Background: an optimization exercise with open tools, aiming at small area, a short achievable clock period and few clock cycles per item. Do not read the settings as production practice.
RTL that was checked went through simulation tests only; none was proved equivalent to the original.
Power figures rest on the tool's default switching activity, not on a simulated workload.

Setup of run A:
Design BoothRadix4, start of the top module:
module BoothRadix4 #(parameter N = 18)
(
    output wire [2*N-1:0] product,
    output wire           done,
    input wire [N-1:0]    mplier,
    input wire [N-1:0]    mcand,
    input wire            n_reset,
    input wire            start,
    input wire            clk
);
For scale: roughly 83 flip-flops, roughly 76 I/O pins.
export LEC_CHECK = 0
export ABC_AREA = 1
export CAP_MARGIN = 20
export CORE_MARGIN = 2
export CORE_UTILIZATION = 40
export PLACE_DENSITY = 0.6
export SETUP_SLACK_MARGIN = 0.02
export SLEW_MARGIN = 20
create_clock -name core_clock -period 3.5 [get_ports {clk}]
standard.sh (not shown) runs the stock make flow with config.mk's settings and CLKGATE_MAP_FILE= SYNTH_SCRIPT=/design/flow/synth_recipe.tcl, a recipe that flattens the netlist after the stock synthesis.
==> flow/flow/run.sh <==
#!/bin/bash
# Own layout flow: the ORFS flow through standard.sh, with these changes:
#  - synthesis: synth_recipe.tcl and ORFS's synth.tcl, except that
#    (a) Yosys's synth runs with -noabc (as well as -nofsm -noshare), so its
#        quick ABC pass does not remap the adder logic before extract_fa, and
#    (b) the final ABC mapping runs flow/abc_own.script (plain technology
#        mapping, no ABC buffering or gate sizing; OpenROAD's resizer sizes and
#        buffers the netlist instead).
#    Registers, flattening and renaming are as in the standard synthesis;
#  - port buffers are plain sky130 buffers (buf_2) instead of the cell
#    buffer_ports picks by itself;
#  - flow/dt.tcl (before global routing) keeps the drivers of the register
#    enable net from being downsized by power recovery; flow/undt.tcl lifts that
#    again once global routing is done;
#  - extra ORFS make settings for the layout steps: MATCH_CELL_FOOTPRINT=0 RECOVER_POWER=100
# The full make output goes to standard.log in the work folder; ORFS's per-step
# logs (synthesis included) stay under orfs/logs/.
set -euo pipefail
sed "s#log_cmd abc {\*}\$abc_args#log_cmd abc {*}[lreplace \$abc_args 1 1 $PWD/flow/abc_own.script]#" "$FLOW_HOME/scripts/synth.tcl" > own_synth_core.tcl
grep -q abc_own.script own_synth_core.tcl
sed -e "s#source \$::env(SCRIPTS_DIR)/synth.tcl#source $PWD/own_synth_core.tcl#" -e "1s/-nofsm -noshare /-nofsm -noshare -noabc /" synth_recipe.tcl > own_synth.tcl
grep -q own_synth_core.tcl own_synth.tcl
grep -q -- "-noabc" own_synth.tcl
export BUFFER_PORTS_ARGS="-buffer_cell sky130_fd_sc_hd__buf_2"
if ! bash standard.sh SYNTH_SCRIPT=$PWD/own_synth.tcl PRE_GLOBAL_ROUTE_TCL=$PWD/flow/dt.tcl POST_GLOBAL_ROUTE_TCL=$PWD/flow/undt.tcl MATCH_CELL_FOOTPRINT=0 RECOVER_POWER=100 finish > standard.log 2>&1; then
  tail -40 standard.log
  exit 1
fi
tail -5 standard.log
Other scripts of this flow, unchanged in this note and not shown: flow/flow/abc_own.script, flow/flow/dt.tcl, flow/flow/undt.tcl
The flow completed for run A, but it is not clean: the layout still shows setup timing.
[inputs] run B vs run A
# run A
export LEC_CHECK = 0
export ABC_AREA = 1
export CAP_MARGIN = 20
export CORE_MARGIN = 2
export CORE_UTILIZATION = 40
export PLACE_DENSITY = 0.6
export SETUP_SLACK_MARGIN = 0.02
export SLEW_MARGIN = 20
create_clock -name core_clock -period 3.5 [get_ports {clk}]
# run B
export LEC_CHECK = 0
export ABC_AREA = 1
export CAP_MARGIN = 20
export CORE_MARGIN = 2
export CORE_UTILIZATION = 40
export PLACE_DENSITY = 0.6
export SETUP_SLACK_MARGIN = 0.08
export SLEW_MARGIN = 20
create_clock -name core_clock -period 3.5 [get_ports {clk}]
### Flow results
- Run B ended with every stage complete and zero timing, DRC or antenna violations.
- Between run B and run A, it is run B whose leakage power of the design is higher, by 0.17 nW.
- ~same logic gate share of total power in run B and run A
- Pin count of the biggest net entering global routing sits lower in run B than in run A.
diff inputs: run B => run C
# run B
export LEC_CHECK = 0
export ABC_AREA = 1
export CAP_MARGIN = 20
export CORE_MARGIN = 2
export CORE_UTILIZATION = 40
export PLACE_DENSITY = 0.6
export SETUP_SLACK_MARGIN = 0.08
export SLEW_MARGIN = 20
create_clock -name core_clock -period 3.5 [get_ports {clk}]
# run C
export LEC_CHECK = 0
export ABC_AREA = 1
export CAP_MARGIN = 20
export CORE_MARGIN = 2
export CORE_UTILIZATION = 40
export PLACE_DENSITY = 0.6
export SETUP_SLACK_MARGIN = 0.04
export SLEW_MARGIN = 20
create_clock -name core_clock -period 3.5 [get_ports {clk}]
-- flow/flow/run.sh --
<<< run B, line 24
>>> run C, line 24
# Clock tree: no dummy loads (CTS otherwise adds unused buffers only to balance it).
export CTS_ARGS="-sink_clustering_enable -repair_clock_nets -dont_use_dummy_load"
[summary]
- Run comparison: run B end point of the critical path r21_2; run C end point of the critical path r20_2
- Run C: logic gate share of total power higher than run B
- Sequential portion of the cell area in run C is 0.57 points higher than in run B
- Higher number of global-route vias before repair was reported by run B, not run C.
- Compared with run B, run C shows amount of wire on met3 after detailed routing lower by 24%.
- Run C: complete, dirty (setup timing)
- Relative to run B, run C improves wire length of the first global-routing pass.
- Relative to run B, fmax has decreased by 6.9 MHz in run C.
- Relative to run B, the final cell area reported for run C is lower.
No functional check of the RTL was part of any run of this note.

---

## build 70
BoothRadix4, a different RTL version from the one above (not shown whole).
Size: roughly 1300 cells after synthesis, about 11000 um^2 of cells after synthesis.
==> flow/design.v (excerpt) <==
module BoothRadix4 #(parameter N = 18)
(
    output wire [2*N-1:0] product,
    output wire           done,
    input wire [N-1:0]    mplier,
    input wire [N-1:0]    mcand,
    input wire            n_reset,
    input wire            start,
    input wire            clk
);
assign done = start & n_reset;
wire [N+1:0] b = {mplier, 1'b0};    
wire [N:0] x = {mcand[N-1], mcand};   
wire [8:0] one, two, neg;
genvar gi;
generate for (gi = 0; gi < 9; gi = gi + 1) begin : enc
    assign one[gi] = b[2*gi+1] ^ b[2*gi];
    assign two[gi] = (b[2*gi+2] & ~b[2*gi+1] & ~b[2*gi]) | (~b[2*gi+2] & b[2*gi+1] & b[2*gi]);
    assign neg[gi] = b[2*gi+2];
end endgenerate
wire [18:0] pp0 = (({19{one[0]}} & x) | ({19{two[0]}} & {x[17:0], 1'b0})) ^ {19{neg[0]}};
wire [18:0] pp1 = (({19{one[1]}} & x) | ({19{two[1]}} & {x[17:0], 1'b0})) ^ {19{neg[1]}};
  ...
export LEC_CHECK = 0
export ABC_AREA = 1
export CAP_MARGIN = 20
export CORE_MARGIN = 2
export CORE_UTILIZATION = 40
export PLACE_DENSITY = 0.6
export SLEW_MARGIN = 20
create_clock -name core_clock -period 3.5 [get_ports {clk}]
==> flow/flow/run.sh <==
#!/bin/bash
# Own layout flow: the ORFS flow through standard.sh, with these changes:
#  - synthesis: standard synthesis (synth_recipe.tcl unchanged);
#  - port buffers are plain sky130 buffers (buf_2) instead of the cell
#    buffer_ports picks by itself;
#  - extra ORFS make settings for the layout steps: MATCH_CELL_FOOTPRINT=0
# The full make output goes to standard.log in the work folder; ORFS's per-step
# logs stay under orfs/logs/.
set -euo pipefail
SYNTH=""

export BUFFER_PORTS_ARGS="-buffer_cell sky130_fd_sc_hd__buf_2"
if ! bash standard.sh $SYNTH MATCH_CELL_FOOTPRINT=0 finish > standard.log 2>&1; then
  tail -40 standard.log
  exit 1
fi
tail -5 standard.log
Build 70: done, clean on timing, DRC and antenna
Testbench counts of build 70, summed over its fixed seeds: cycles 2,408, items 2,400.
Relative to build 70, the following input files were edited for build 37:
- CORE_UTILIZATION now 55, was 40
- PLACE_DENSITY now 0.7, was 0.6
==> flow/flow/run.sh <==
#!/bin/bash
# Own layout flow: the ORFS flow through standard.sh, with these changes:
#  - synthesis: standard synthesis (synth_recipe.tcl unchanged);
#  - port buffers are plain sky130 buffers (buf_2) instead of the cell
#    buffer_ports picks by itself;
#  - extra ORFS make settings for the layout steps: MATCH_CELL_FOOTPRINT=0 RECOVER_POWER=100 PRE_GLOBAL_ROUTE_TCL=$PWD/flow/dt.tcl
# The full make output goes to standard.log in the work folder; ORFS's per-step
# logs stay under orfs/logs/.
set -euo pipefail
SYNTH=""

export BUFFER_PORTS_ARGS="-buffer_cell sky130_fd_sc_hd__buf_2"
if ! bash standard.sh $SYNTH MATCH_CELL_FOOTPRINT=0 RECOVER_POWER=100 PRE_GLOBAL_ROUTE_TCL=$PWD/flow/dt.tcl finish > standard.log 2>&1; then
  tail -40 standard.log
  exit 1
fi
tail -5 standard.log
==> flow/flow/dt.tcl (new file) <==
# Keep the drivers of the register enable net as repaired so far: power
# recovery must not downsize them (their fanout is every register).
set dt_cells {}
foreach pin [get_pins -hierarchical */DE] {
  set net [get_nets -of_objects $pin]
  foreach drv [get_pins -of_objects $net -filter "direction == output"] {
    lappend dt_cells [get_full_name [get_cells -of_objects $drv]]
  }
}
set dt_cells [lsort -unique $dt_cells]
puts "dont_touch on enable drivers: $dt_cells"
foreach c $dt_cells { set_dont_touch [get_cells $c] }
### Flow results
- Build 70: PASS, flow complete, no timing, DRC or antenna violations
- Build 37 ran to completion and came out clean on the timing, design-rule and antenna checks.
- Note that the layout filler cell count recorded for build 37 amounts to 0.62 times the value seen in build 70.
- On count of clock-net buffers in the final layout: build 37 sits below build 70.
- There was hardly any difference in leakage power total between build 70 and build 37.
- Global routing usage on met3 ends up higher on build 37.
- The higher final instance area of build 70 and build 37 is in build 70.
- Build 37 vs build 70 on detailed-route wire length: build 37 is the lower one.
- For build 70, the worst setup path endpoint was r19_2, unlike build 37, where it was r11_1.
- Global-route usage, build 70 and build 37: larger value in build 37
- Diff build 70 -> build 37 | post-route fraction of the period consumed by the critical path | decrease of 0.81 points
- Compared with build 70, in build 37 placed wire-length estimate after detailed placement lower; placement row count lower.
For build 57, these inputs were changed with respect to build 37:
- changing PLACE_DENSITY from 0.7 to 0.6
- changing CORE_UTILIZATION from 55 to 40
==> flow/flow/run.sh <==
#!/bin/bash
# Own layout flow: the standard ORFS flow (standard.sh, unchanged synthesis)
# with these changes to the layout steps:
#  - port buffers are plain sky130 buffers (buf_2) instead of the cell
#    buffer_ports picks by itself;
#  - extra ORFS make settings: MATCH_CELL_FOOTPRINT=0 RECOVER_POWER=100
# The full make output goes to standard.log in the work folder; ORFS's per-step
# logs stay under orfs/logs/.
set -euo pipefail
export BUFFER_PORTS_ARGS="-buffer_cell sky130_fd_sc_hd__buf_2"
if ! bash standard.sh MATCH_CELL_FOOTPRINT=0 RECOVER_POWER=100 finish > standard.log 2>&1; then
  tail -40 standard.log
  exit 1
fi
tail -5 standard.log
removed: flow/flow/dt.tcl
==> notes.md <==
Build 57 finished all stages; layout check result: FAIL, due to capacitance limit, slew limit.
Cmp build 57 vs build 37: part of the total power dissipated in combinational logic lower in build 57
Via count of the first global-routing pass delta for build 57 relative to build 37: 2.0% lower
Sort build 57 and build 37 by number of antenna violations at the first check in global routing asc -> top: build 37
Comparing build 57 with build 37, the post-detailed-placement cell area came out essentially unchanged.
Summary of the comparison: share of total power in the clock network is higher in build 57, relative to build 37.
Taking build 37 as the reference point, the clock-buffer cell count of build 57 rises by 1.
Of build 57 and build 37, build 37 shows the higher global routing usage summed across all routing layers, with build 57 below it.
Build 37 → build 57: areal power density over the cells went down about 0.33%; clock period minus final worst setup slack went up 0.022 ns.
Edits applied to the flow inputs when going from build 57 to build 11:
==> flow/flow/run.sh <==
#!/bin/bash
# Own layout flow: the ORFS flow through standard.sh, with these changes:
#  - synthesis: standard synthesis (synth_recipe.tcl unchanged);
#  - port buffers are plain sky130 buffers (buf_4) instead of the cell
#    buffer_ports picks by itself;
#  - extra ORFS make settings for the layout steps: MATCH_CELL_FOOTPRINT=0
# The full make output goes to standard.log in the work folder; ORFS's per-step
# logs stay under orfs/logs/.
set -euo pipefail
SYNTH=""

export BUFFER_PORTS_ARGS="-buffer_cell sky130_fd_sc_hd__buf_4"
if ! bash standard.sh $SYNTH MATCH_CELL_FOOTPRINT=0 finish > standard.log 2>&1; then
  tail -40 standard.log
  exit 1
fi
tail -5 standard.log
==> comparison <==
Per the final summary, build 11 finished and its layout is clean on timing, DRC and antenna.
Number of antenna cells inserted sits higher in build 11 than in build 57.
Cell area | build 11 vs build 57 | build 11 larger
The met1 track demand over resource number comes out higher for build 11 vs build 57.
Going from build 57 to build 11, area added between synthesis and finish climbed 4.0 points; number of maximum-capacitance constraint violations down 1; multi-input logic portion of the cell area shrank by 1.2 points; wire length reported by the detailed router now larger.

re-timing with driven ports:
How much do the figures lean on ideal ports? The routed layouts below were timed once more, with nothing changed but the port constraints.
Step 1: set_driving_cell puts a clkbuf_16 on clk and a buf_2 on each other input, an assumption about the parent block.
Step 2 also shifts input and output timing later by t, the mid clock arrival at the registers, as if the neighbouring blocks saw the same clock.
Three values: ideal, step 1, step 2; two values: the first two.
run	t (ns)	setup WS [ns]	worst data-port slew with drivers (ns)
run A	0.397	-0.034 / -0.047 / -0.407	0.05
run B	0.391	0.064 / 0.022 / -0.305	0.08
run C	0.391	-0.019 / -0.052 / -0.384	0.05
build 70	0.363	0.098 / 0.111 / -0.252	0.09
build 37	0.369	0.126 / 0.106 / -0.234	0.05
build 57	0.364	0.104 / 0.116 / -0.241	0.08
build 11	0.362	0.141 / 0.105 / -0.181	0.10
The setup slack of run A, which loses most, moves by -0.013 ns with the drivers and by -0.373 ns with both steps.
